Source: an optimization exercise on an open RTL-to-GDS flow (aim: small area). Production flows keep margins and buffers that such runs may drop. The RTL was checked by simulation tests, not by an equivalence proof against the original design. Power is estimated from default activity; no workload was simulated.

==> design/flow/design.v <==
module update 
  # (parameter N = 20,
     parameter WIDTH = 25)
  ( input   clk,
    input   rst,
		input hit,
   	output reg upd,
   	output step,
		output reg [24:0] base);
	reg [WIDTH-1:0] count;
	reg hitprev;
	assign step = (count == N-1) && !upd;
	always @ (posedge clk) begin
      if (rst) begin
        count <= 0;
        upd <= 1'b0;
        base <= 25'd0;
        hitprev <= 1'b0;
      end else begin
      if (count == N-1) begin
        count <= 0;
		  upd <= ~upd;
      end else begin
        count <= count + 1;
		end
		if (hit != hitprev) begin
			base <= count;
		end
		hitprev <= hit;
      end
  end
endmodule
module gameSV ( input hit,
	input check,
	input clk,
	input rst,
	input test,
	output reg flash,
	output [47:0] display);
	reg [47:0] disp;
	assign display = disp;
	reg [3:0] crh;
	reg [5:0] target;
	reg lastop, frc, neg;
	integer score, test_count;
	integer t0, t1, t2, t3, t4;
	reg [24:0] basepp;
	reg [24:0] basep;
	reg [24:0] base;
	wire [24:0] baset;  
	localparam [7:0] none  = 8'b11110111;
	localparam [7:0] enemy = 8'b11110001;
	localparam [7:0] minus = 8'b10111111;
	function [7:0] codes;
		input integer d;
		case (d)
			0: codes = 8'b11000000;
			1: codes = 8'b11111001;
			2: codes = 8'b10100100;
			3: codes = 8'b10110000;
			4: codes = 8'b10011001;
			5: codes = 8'b10010010;
			6: codes = 8'b10000010;
			7: codes = 8'b11111000;
			8: codes = 8'b10000000;
			default: codes = 8'b10010000;
		endcase
	endfunction
	wire upd, step;
	update m0 (.clk(clk), .rst(rst), .upd(upd), .step(step), .hit(hit), .base(baset));
	always @ (posedge clk) begin
		if (rst) begin
			base <= 25'b100100100100101010010100;
			basep <= 25'b100100100100101010010100;
			basepp <= 25'b100100100100101010010101;
			crh <= 0;
			target <= 0;
			flash <= 0;
			test_count <= 0;
			score <= 0;
			neg <= 0;
			lastop <= 0;
			frc <= 0;
			disp <= {48{1'b1}};
		end else if (step) begin
		flash <= ~flash;
		if (test == 0) begin
			if (check == 1) begin  
				if (lastop == 1) begin  
					if ((target[crh] == 1 && hit == 0) || (target[crh] == 0 && hit == 1)) begin
						if (neg == 1) begin
							score <= score + 1;
						end else begin
							if (score == 0) begin
								neg <= 1;
								score <= 1;
							end else begin
								score <= score - 1;
							end
						end
					end else begin
						if (neg == 1) begin
							if (score == 1) begin
								neg <= 0;
								score <= 0;
							end else begin
								score <= score - 1;
							end
						end else begin
							score <= score + 1;
						end
					end
				end
				base <= baset;
				if (base == basep) begin
					base <= basep + basepp;
				end
				target <= base%32;
				crh <= base%6;
				frc <= ~frc;
				basepp <= basep;
				basep <= base;
				disp[7:0]   <= target[0] ? enemy : none;
				disp[15:8]  <= target[1] ? enemy : none;
				disp[23:16] <= target[2] ? enemy : none;
				disp[31:24] <= target[3] ? enemy : none;
				disp[39:32] <= target[4] ? enemy : none;
				disp[47:40] <= target[5] ? enemy : none;
				disp[8*crh+7] <= 1'b0;
			end else begin  
				if (neg == 1) begin
					disp[47:40] <= minus;
				end else begin
					disp[47:40] <= 8'b11111111;
				end
				t0 = score%10;
				t1 = (score/10)%10;
				t2 = (score/100)%10;
				t3 = (score/1000)%10;
				t4 = (score/10000)%10;
				disp[7:0]   <= codes(t0);
				disp[15:8]  <= codes(t1);
				disp[23:16] <= codes(t2);
				disp[31:24] <= codes(t3);
				disp[39:32] <= codes(t4);
			end
			lastop <= check;
		end else begin
			if (test_count == 99999) begin
			  test_count <= 0;
			end else begin
			  test_count <= test_count + 1;
			end
			t0 = test_count%10;
			t1 = (test_count/10)%10;
			t2 = (test_count/100)%10;
			t3 = (test_count/1000)%10;
			t4 = (test_count/10000)%10;
			disp[7:0]   <= codes(t0);
			disp[15:8]  <= codes(t1);
			disp[23:16] <= codes(t2);
			disp[31:24] <= codes(t3);
			disp[39:32] <= codes(t4);
		end
		end
	end
endmodule
==> design/flow/run.sh <==
#!/bin/bash
# synth_recipe.tcl (not shown) runs the flow's synth.tcl, then flattens the netlist and writes it again
# the make line also repeats each setting of config.mk as NAME=value (left out here)
make -C /OpenROAD-flow-scripts/flow DESIGN_CONFIG=/design/flow/config.mk WORK_HOME=/design/flow/orfs CLKGATE_MAP_FILE= SYNTH_SCRIPT=/design/flow/synth_recipe.tcl finish
==> design/flow/config.mk <==
export PLATFORM = sky130hd
export DESIGN_NAME = gameSV
export DESIGN_NICKNAME = gameSV
export VERILOG_FILES = /design/flow/design.v
export SDC_FILE = /design/flow/constraint.sdc
export NUM_CORES = 4
export LEC_CHECK = 0
export CAP_MARGIN = 20
export CORE_MARGIN = 2
export CORE_UTILIZATION = 40
export SLEW_MARGIN = 20
==> design/flow/constraint.sdc <==
create_clock -name core_clock -period 45.0 [get_ports {clk}]
set_input_delay 9.0000 -clock core_clock [delete_from_list [all_inputs] [get_ports {clk}]]
set_output_delay 9.0000 -clock core_clock [all_outputs]
set_load 0.01 [all_outputs]
==> impl_metrics.env <==
export IMPL_status="finished clean"
export IMPL_initial_core_util_pct=40.3
export IMPL_ys_flop_type="dfxtp_1"
export IMPL_startpoint="test_count[5]$_SDFFE_PP0P_"
export IMPL_crit_type="reg -> reg"
export IMPL_synth_top_area_share_pct=7.43
export IMPL_dpl_hpwl_um=269000
export IMPL_cts_made_buffers=35
export IMPL_multiInputGateArea_um2=86600
export IMPL_cts_tree="done"
export IMPL_ir_drop_uv=23.1
export IMPL_finalNonFillerCells=17200
export IMPL_layout_commonest_cell="nand2_1"
export IMPL_holdCritPathClass="reg -> reg"
export IMPL_max_freq_mhz=25.9
export IMPL_die_w_um=496
export IMPL_grt_usage_pct=26.9
export IMPL_finalCriticalPeriod_ps=38610
export IMPL_crit_path_start_kind="flip-flop"
export IMPL_vias=115000
export IMPL_synth_area_per_cell_um2=6.68
export IMPL_post_route_cells_drive_above_1_share_pct=9.67
export IMPL_cp_data_required_time_ps=45530
export IMPL_clk_latency_ps=620
export IMPL_synth_cells=14500
export IMPL_period_share_pct=85.8
export IMPL_reg2reg_depth=108
export IMPL_pin_count=54
export IMPL_post_route_drc_count=0
export IMPL_crit_slowest_cell="nor3_2"
export IMPL_final_hold_viol_count=0
export IMPL_clock_skew_final_ps=44.3
export IMPL_yosysWarnings=2
export IMPL_hold_path_end="m0.base[0]$_SDFFE_PP0P_"
export IMPL_clk_root_buffer_cell="clkbuf_16"
export IMPL_final_max_slew_violation_count=0
export IMPL_r2r_setup_slack_ps=6390
export IMPL_grt_overflow=0
export IMPL_tns_ps=0
export IMPL_finalSetupViolations=0
export IMPL_nets=14100
export IMPL_cp_end_kind="flip-flop"
export IMPL_grt_max_degree=84
export IMPL_drt_total_wl_um=355000
export IMPL_first_pass_iters=7
export IMPL_register_area_um2=4850
export IMPL_clockBufferDepth=3
export IMPL_holdPathStages=2
export IMPL_ctsResizeCount=0
export IMPL_wire_per_inst_um=20.6
export IMPL_cellPowerDensity_nw_per_um2=5.31
export IMPL_synth_seq_cells=242
export IMPL_synth_edf_count=0
export IMPL_yosys_top_cells_area="xnor2_1 (7.4%), nand2_1 (6.0%), nor2_1 (5.6%)"
export IMPL_utilization_pct=41.7
export IMPL_placed_cells=17200
export IMPL_r2r_end="disp[28]$_SDFFE_PP1P_"
export IMPL_yosysTopAreaCell="xnor2_1"
export IMPL_r2r_start="test_count[5]$_SDFFE_PP0P_"
export IMPL_cp_max_fo=30
export IMPL_cts_setup_buffers=0
export IMPL_rows=180
export IMPL_power_leakage_nw=35.5
export IMPL_clk_pin_slew_worst_paths_ps=60
export IMPL_min_from="m0.base[0]$_SDFFE_PP0P_"
export IMPL_placed_cell_area_um2=99200
export IMPL_core_area_um2=241000
export IMPL_syn2layout_area_growth_pct=3.57
export IMPL_antenna_found_initial=7
export IMPL_grt_pass1_wl_um=558000
export IMPL_drv_cap=0
export IMPL_io_buffers=48
export IMPL_final_fill_count=25500
export IMPL_die_h_um=496
export IMPL_rsz0062_at_grt="no"
export IMPL_layout_common_cells="nand2_1 (1552), nor2_1 (1457), a21oi_1 (1012)"
export IMPL_relSlewSlack_pct=21.3
export IMPL_die_area_um2=246000
export IMPL_synthDistinctLibCells=200
export IMPL_postCtsHoldBufs=0
export IMPL_ys_seq_area_share_pct=4.99
export IMPL_ys_async_sr_fraction_pct=0
export IMPL_routabilityCongestion=0.988
export IMPL_grt_pass1_vias=102000
export IMPL_slowest_delay_ps=910
export IMPL_clock_sinks=242
export IMPL_stdcell_area_um2=100000
export IMPL_postRouteAntennaNets=0
export IMPL_drtIter0Drc=12100
export IMPL_routed_via_density=6.67
export IMPL_worst_pin_slew_ps=1180
export IMPL_netlist_area_um2=97000
export IMPL_ctsHtreeMaxLevel=2
export IMPL_arrival_ps=39140
## final cells by class
class                           instances  area share [%]
Antenna cell                            3         0.00747
Clock buffer                           47           0.986
Clock inverter                         15           0.244
Inverter                              294            1.10
Multi-Input combinational cell      13100            86.2
Sequential cell                       242            4.83
Tap cell                             3185            3.97
Timing Repair Buffer                  340            2.66
## logic make-up after synthesis
group / Yosys count / share of synthesized area [%]
AOI/OAI and AO/OA: 5380 / 40.2
muxes: 428 / 4.63
and+or+nand+nor: 5897 / 30.2
xor gates and xnor gates: 1179 / 10.9
other: 1 / 0.00387
adders and majority gates: 206 / 2.45
DFF: 242 / 4.99
buffers and inverters: 1197 / 6.60
## synth_stat cells, types with 177 or more instances
| cell type | n |
|---|---|
| nand2_1 | 1553 |
| nor2_1 | 1457 |
| a21oi_1 | 1013 |
| xnor2_1 | 823 |
| o21ai_0 | 821 |
| nand3_1 | 581 |
| nor3_1 | 524 |
| clkbuf_1 | 471 |
| xor2_1 | 328 |
| a31oi_1 | 311 |
| mux2i_1 | 307 |
| inv_1 | 283 |
| o211ai_1 | 280 |
| a211oi_1 | 277 |
| dfxtp_1 | 242 |
| nand4_1 | 202 |
| and2_1 | 192 |
| nor4_1 | 192 |
| and3_1 | 177 |
## metrics by stage
stage                     power (mW)  hold slack (ps)  setup WS, ps
after floorplan                0.228              431         16330
after global placement         0.232              440          7150
after detailed placement       0.232              445          7120
after CTS                      0.537              452          7050
after global routing           0.545              483          3530
final                          0.534              452          6390
## worst max-delay path, delay by kind of cell, from the launching register on
kind	cells	cell delay, ps
buffers and inverters	3	670
xor gates and xnor gates	7	2560
adders and majority gates	3	850
muxes	8	2510
DFF	1	490
AOI/OAI and AO/OA	59	20710
and+or+nand+nor	28	10670
## worst max-delay path by stage
stage                                 end  slack [ps]  cells past startpoint
floorplan           disp[28]$_SDFFE_PP1P_       16330                    117
global placement    disp[28]$_SDFFE_PP1P_        7150                    107
detailed placement  disp[28]$_SDFFE_PP1P_        7120                    108
CTS                 disp[28]$_SDFFE_PP1P_        7050                    108
global route        disp[20]$_SDFFE_PP1P_        3530                    110
finish              disp[28]$_SDFFE_PP1P_        6390                    108
## routing by layer
layer,global-route usage [%],wire [um]
met3,2.46,24700
met5,0,17
met4,12.2,17700
met1,35.1,152000
met2,44.5,161000
## flip-flops by register name, indices dropped and copies added (netlist names)
signal,count
flash,1
test_count,32
basep,25
disp,43
base,25
lastop,1
m0.upd,1
m0.count,25
m0.hitprev,1
target,2
crh,3
basepp,25
neg,1
score,32
m0.base,25
## power by group
group          internal [mW]  switching (mW)
clock                  0.185           0.121
combinational        0.00243          0.0102
sequential             0.215        0.000458

what the ideal ports hide:
How much do the figures lean on ideal ports? The routed layout below was timed once more, with nothing changed but the port constraints. Step 1, drivers: a clkbuf_16 drives clk and a buf_2 each remaining input, both assumed. Step 2 times the ports against the registers' clock, not the clock port: input delays grow and output delays shrink by t, the midpoint of the rising clock arrivals with the driver on. Slacks: ideal / step 1 / step 2; pairs: ideal / step 1.
t (ns): 0.658
slack for setup (ns): 6.387 / 6.387 / 6.387
hold slack, ns: 0.452 / 0.452 / 0.452
After both steps this run still meets setup and hold. The setup slack of this run moves by 0.000 ns with the drivers and by 0.000 ns with both steps.
